This design comes from an exercise in tuning for small area, a short achievable clock period and few clock cycles on the open sky130 flow, not from production work. At most, simulation tests tie the RTL to the original design; equivalence was not proved.

==> flow/design.v (excerpt) <==
module LearningMachine(input clk,rst, start, input [6:0] x1Data,x2Data, input [1:0] tData, output[1:0] signYin, output[13:0] w1,w2,b,Yin,output ReadEn, Ready);
For scale: ~930 cells after synthesis, ~86 flip-flops, ~79 I/O pins, about 8900 µm² of cells after synthesis.
==> flow/config.mk <==
export PLATFORM = sky130hd
export DESIGN_NAME = LearningMachine
export DESIGN_NICKNAME = LearningMachine
export VERILOG_FILES = /design/flow/design.v
export SDC_FILE = /design/flow/constraint.sdc
export NUM_CORES = 4
export LEC_CHECK = 0
export ABC_CLOCK_PERIOD_IN_PS = 5000
export CAP_MARGIN = 20
export CORE_MARGIN = 2
export CORE_UTILIZATION = 40
export SETUP_SLACK_MARGIN = 5
export SLEW_MARGIN = 20
export SYNTH_HIERARCHICAL = 1
export SYNTH_MINIMUM_KEEP_SIZE = 0
==> flow/constraint.sdc <==
create_clock -name core_clock -period 12.0 [get_ports {clk}]
set_input_delay 2.4000 -clock core_clock [delete_from_list [all_inputs] [get_ports {clk}]]
set_output_delay 2.4000 -clock core_clock [all_outputs]
set_load 0.01 [all_outputs]
standard.sh (not shown) runs the stock make flow with config.mk's settings and CLKGATE_MAP_FILE= SYNTH_SCRIPT=/design/flow/synth_recipe.tcl, a recipe that flattens the netlist after the stock synthesis.
==> flow/flow/run.sh <==
#!/bin/bash
set -euo pipefail
bash standard.sh SETUP_SLACK_MARGIN=8 'BUFFER_PORTS_ARGS=-buffer_cell sky130_fd_sc_hd__buf_1' finish > standard_make.log 2>&1
Testbench counts at the start, summed over its fixed seeds: cycles 145,544.
Then changed:
==> flow/flow/run.sh (replaced) <==
#!/bin/bash
set -euo pipefail
bash standard.sh SETUP_SLACK_MARGIN=7.5 'BUFFER_PORTS_ARGS=-buffer_cell sky130_fd_sc_hd__buf_1' finish > standard_make.log 2>&1
CTS_BUF_LIST = sky130_fd_sc_hd__clkbuf_8   (was unset)
Synthesized area does not change. Count of clock-buffer cells in the layout is lower by 4. First-iteration DRC count is lower by roughly a tenth. Worst setup slack is worse by 65 ps. Cell count is higher slightly. Non-clock buffer count is higher by 9. Fmax is lower slightly.
Then changed:
==> flow/flow/run.sh (replaced) <==
#!/bin/bash
set -euo pipefail
bash standard.sh SETUP_SLACK_MARGIN=8 'BUFFER_PORTS_ARGS=-buffer_cell sky130_fd_sc_hd__buf_1' finish > standard_make.log 2>&1
ABC_AREA = 1   (was unset)
CTS_BUF_LIST = unset   (was sky130_fd_sc_hd__clkbuf_8)
Result: The new run ran to the end with no violations. Area after synthesis grows by 6.3%. Hold slack degrades by 13 ps. Worst setup slack improves by 340 ps. Final cell count grows by 25%.
Then changed:
==> flow/flow/run.sh (replaced) <==
#!/bin/bash
set -euo pipefail
bash standard.sh SETUP_SLACK_MARGIN=7.5 'BUFFER_PORTS_ARGS=-buffer_cell sky130_fd_sc_hd__buf_1' finish > standard_make.log 2>&1
ABC_AREA = unset   (was 1)
Outcome: Register-to-register slack is worse by 330 ps; final area drops by 8.6%; worst setup slack gets worse by 330 ps; area after synthesis went down by 6.0%; wire length went down by 16%; die area goes down by 5.8%; utilization decreases by 1.1 points; cell count falls by 20%.

========
LearningMachine, a different RTL version from the one above (not shown whole).
Size in the first run: roughly 940 cells after synthesis, roughly 79 I/O pins, roughly 0.0090 mm² of cells after synthesis.
clock: 12.0 ns
lec_check: 0
abc_clock_period_in_ps: 5000
cap_margin: 20
core_margin: 2
core_utilization: 60
setup_slack_margin: 5
slew_margin: 20
synth_hierarchical: 1
synth_minimum_keep_size: 0
==> flow/flow/run.sh <==
#!/bin/bash
set -euo pipefail
bash standard.sh SETUP_SLACK_MARGIN=7.5 'BUFFER_PORTS_ARGS=-buffer_cell sky130_fd_sc_hd__buf_1' finish > standard_make.log 2>&1
Testbench counts at the start, summed over its fixed seeds: cycles 145,544.
==> next run, changes <==
Settings changed: CORE_UTILIZATION 60 to 40.
Count of clock-buffer cells in the layout climbs by 3; flip-flop and latch count is unchanged; register-to-register slack improved by 100 ps; global-route usage is lower by 8.6 points; area after synthesis does not change; die area increases by 48%.
==> next run, changes <==
==> flow/flow/run.sh (replaced) <==
#!/bin/bash
set -euo pipefail
bash standard.sh SETUP_SLACK_MARGIN=7 'BUFFER_PORTS_ARGS=-buffer_cell sky130_fd_sc_hd__buf_1' finish > standard_make.log 2>&1
What happened:
- The changed run ran to the end with no violations
- setup slack degrades by 150 ps
- first-iteration DRC count increases by about 4%
- sequential share of layout area stays flat

========
Setup of the baseline:
LearningMachine, a different RTL version from the one above (not shown whole).
Size: about 980 cells after synthesis, ~74 flip-flops, roughly 9200 um^2 of cells after synthesis.
clock: 12.0 ns
lec_check: 0
cap_margin: 20
core_margin: 2
core_utilization: 40
slew_margin: 20
run.sh (not shown) runs the stock make flow with config.mk's settings and CLKGATE_MAP_FILE= SYNTH_SCRIPT=/design/flow/synth_recipe.tcl, a recipe that flattens the netlist after the stock synthesis.
Stock flow here: none of the scripts above is used.
diff inputs: the baseline => the candidate
Settings: SETUP_SLACK_MARGIN now 5, previously not set; ABC_CLOCK_PERIOD_IN_PS now 5000, previously not set.
Findings:
Of the candidate and the baseline, the baseline shows the lower final cell area excluding filler cells, with the candidate above it.
Going from the baseline to the candidate, wire length now sits higher.
| clock period minus worst slack | the candidate vs the baseline | 1290 ps lower |
The candidate against the baseline: number of buffer and inverter stages on the critical path saw little to no change; final cell count level.
No run of this note included a check of the RTL's function; only the layout flow was run.

========
LearningMachine, a different RTL version from the one above (not shown whole).
For scale: roughly 86 flip-flops, about 79 I/O pins.
Settings: LEC_CHECK=0, ABC_CLOCK_PERIOD_IN_PS=5000, CAP_MARGIN=20, CORE_MARGIN=2, CORE_UTILIZATION=40, SETUP_SLACK_MARGIN=5, SLEW_MARGIN=20, SYNTH_HIERARCHICAL=1, SYNTH_MINIMUM_KEEP_SIZE=0; clock period 12.0 ns.
standard.sh (not shown) runs the stock make flow with config.mk's settings and CLKGATE_MAP_FILE= SYNTH_SCRIPT=/design/flow/synth_recipe.tcl, a recipe that flattens the netlist after the stock synthesis.
==> flow/flow/run.sh <==
#!/bin/bash
set -euo pipefail
bash standard.sh SETUP_SLACK_MARGIN=7.5 'BUFFER_PORTS_ARGS=-buffer_cell sky130_fd_sc_hd__buf_1' finish > standard_make.log 2>&1
Testbench counts at the start, summed over its fixed seeds: cycles 145,544.
==> next run, changes <==
==> flow/flow/run.sh (replaced) <==
#!/bin/bash
set -euo pipefail
bash standard.sh SETUP_SLACK_MARGIN=6.5 'BUFFER_PORTS_ARGS=-buffer_cell sky130_fd_sc_hd__buf_1' finish > standard_make.log 2>&1
Outcome: Wire length drops by 6.5%; hold slack stays flat; utilization drops by 1.6 points; via count drops by 2.9%; non-clock buffer count drops by 9; die area is unchanged; clock-buffer cell count climbs by 3; design area drops by 3.4%; sequential share of layout area climbs by 0.64 points.
==> next run, changes <==
==> flow/run.sh (new file) <==
#!/bin/bash
# synth_recipe.tcl (not shown) runs the flow's synth.tcl, then flattens the netlist and writes it again
# the make line also repeats each setting of config.mk as NAME=value (left out here)
make -C /OpenROAD-flow-scripts/flow DESIGN_CONFIG=/design/flow/config.mk WORK_HOME=/design/flow/orfs CLKGATE_MAP_FILE= SYNTH_SCRIPT=/design/flow/synth_recipe.tcl finish
removed: flow/flow/run.sh
removed: flow/standard.sh
Register-to-register slack gets worse by 0.69 ns; maximum frequency falls by about 12%; final cell count falls by about 2%.

========
== juniper ==
LearningMachine, a different RTL version from the one above (not shown whole).
Size: about 900 cells after synthesis, about 8700 um2 of cells after synthesis.
Settings: LEC_CHECK=0, ABC_CLOCK_PERIOD_IN_PS=5000, CAP_MARGIN=20, CORE_MARGIN=2, CORE_UTILIZATION=40, SETUP_SLACK_MARGIN=5, SLEW_MARGIN=20, SYNTH_HIERARCHICAL=1, SYNTH_MINIMUM_KEEP_SIZE=0; clock period 12.0 ns.
==> flow/flow/run.sh <==
#!/bin/bash
set -euo pipefail
bash standard.sh SETUP_SLACK_MARGIN=8.5 'BUFFER_PORTS_ARGS=-buffer_cell sky130_fd_sc_hd__buf_1' finish > standard_make.log 2>&1
juniper: no failed stages, no open violations at the end
Here is what was changed in the inputs of sierra compared with juniper.
==> flow/flow/run.sh <==
#!/bin/bash
set -euo pipefail
bash standard.sh SETUP_SLACK_MARGIN=8 SETUP_MOVE_SEQUENCE=unbuffer,size_down,sizeup,swap,clone 'BUFFER_PORTS_ARGS=-buffer_cell sky130_fd_sc_hd__buf_1' finish > standard_make.log 2>&1
Results
[compare] base=juniper new=sierra: number of buffers outside the clock class in the layout fell 56%, area growth from synthesis to final layout fell 13 points, final worst-path cycle share rose 1.7 points. Re average routed wire per standard cell: sierra is 2.1% down on juniper. When sierra is set beside juniper, its global-route usage turns out to be 1.7 points smaller. sierra vs. juniper: signal arrival time at the worst endpoint went up by 0.21 ns. The post-layout minimum cycle time of sierra exceeds that of juniper by 0.21 ns. [compare] base=juniper new=sierra: setup slack moved down.
The following lists how ember was set up differently from sierra:
==> flow/flow/run.sh <==
#!/bin/bash
set -euo pipefail
bash standard.sh SETUP_SLACK_MARGIN=8 'BUFFER_PORTS_ARGS=-buffer_cell sky130_fd_sc_hd__buf_1' finish > standard_make.log 2>&1
==> comparison <==
Every run (sierra and ember) finished clean. Changes observed in ember relative to sierra: final wirelength moved up; non-filler instance count after layout moved up. Taking ember as 1.0, sierra lands at 0.48 on number of signal-net buffers in the layout. ~same setup-violating endpoint count in the final report in sierra and ember.
### ember -> zinc
==> flow/flow/run.sh <==
#!/bin/bash
set -euo pipefail
bash standard.sh SETUP_SLACK_MARGIN=7.5 'BUFFER_PORTS_ARGS=-buffer_cell sky130_fd_sc_hd__buf_1' finish > standard_make.log 2>&1
--- outcome ---
- Both conditions hold for zinc: the flow ran to the end and the final layout passed the timing, DRC and antenna checks.
- Row number of setup buffers added after CTS: zinc lower / ember higher
- In the reports for ember and zinc, the larger number of filler instances in the final layout belongs to zinc.
- Diff ember and zinc: maximum fanout along the worst path lower in ember
- When zinc is set beside ember, its critical path data arrival time turns out to be 0.05 ns larger.
- The final routed wire length divided by cell count of zinc falls short of that of ember by 1.2%.
- Comparing clock period minus final worst setup slack for ember and zinc, the smaller number came from ember.
- Final area of zinc falls short of that of ember by a few percent.
No run of this note included a check of the RTL's function; only the layout flow was run.

## what the ideal ports hide
How much do the figures lean on ideal ports? The routed layouts below were timed once more, with nothing changed but the port constraints. Step 1 assumes that a clkbuf_16 drives the clock port and a buf_2 every other input. Step 2 adds t to the input delays and takes it off the output delays; t is the mean of the earliest and latest rising clock arrival at the registers after step 1. Input paths then give back, and output paths get back, about the clock's delay inside the block. Three values: no drivers, after step 1, after step 2; two values: the first two.
run	t (ns)	setup WS [ns]	worst setup path after step 2
the first run of note 1	0.396	7.022 / 7.022 / 7.022	register to register
the second run of note 1	0.427	6.957 / 6.957 / 6.957	register to register
the third run of note 1	0.395	7.296 / 7.296 / 7.296	register to register
the fourth run of note 1	0.400	6.963 / 6.963 / 6.963	register to register
the first run of note 2	0.403	6.976 / 6.976 / 6.976	register to register
the second run of note 2	0.393	7.078 / 7.078 / 7.078	register to register
the third run of note 2	0.399	6.926 / 6.926 / 6.926	register to register
the baseline	0.397	4.023 / 4.023 / 4.023	register to register
the candidate	0.397	5.309 / 5.309 / 5.309	register to register
the first run of note 4	0.401	6.928 / 6.928 / 6.928	register to register
the second run of note 4	0.395	6.716 / 6.716 / 6.716	register to register
the third run of note 4	0.391	6.028 / 6.028 / 6.028	register to register
juniper	0.400	6.954 / 6.954 / 6.954	register to register
sierra	0.400	6.747 / 6.747 / 6.747	register to register
ember	0.403	6.971 / 6.971 / 6.971	register to register
zinc	0.398	6.918 / 6.918 / 6.918	register to register
After both steps setup and hold are still met in every run listed.
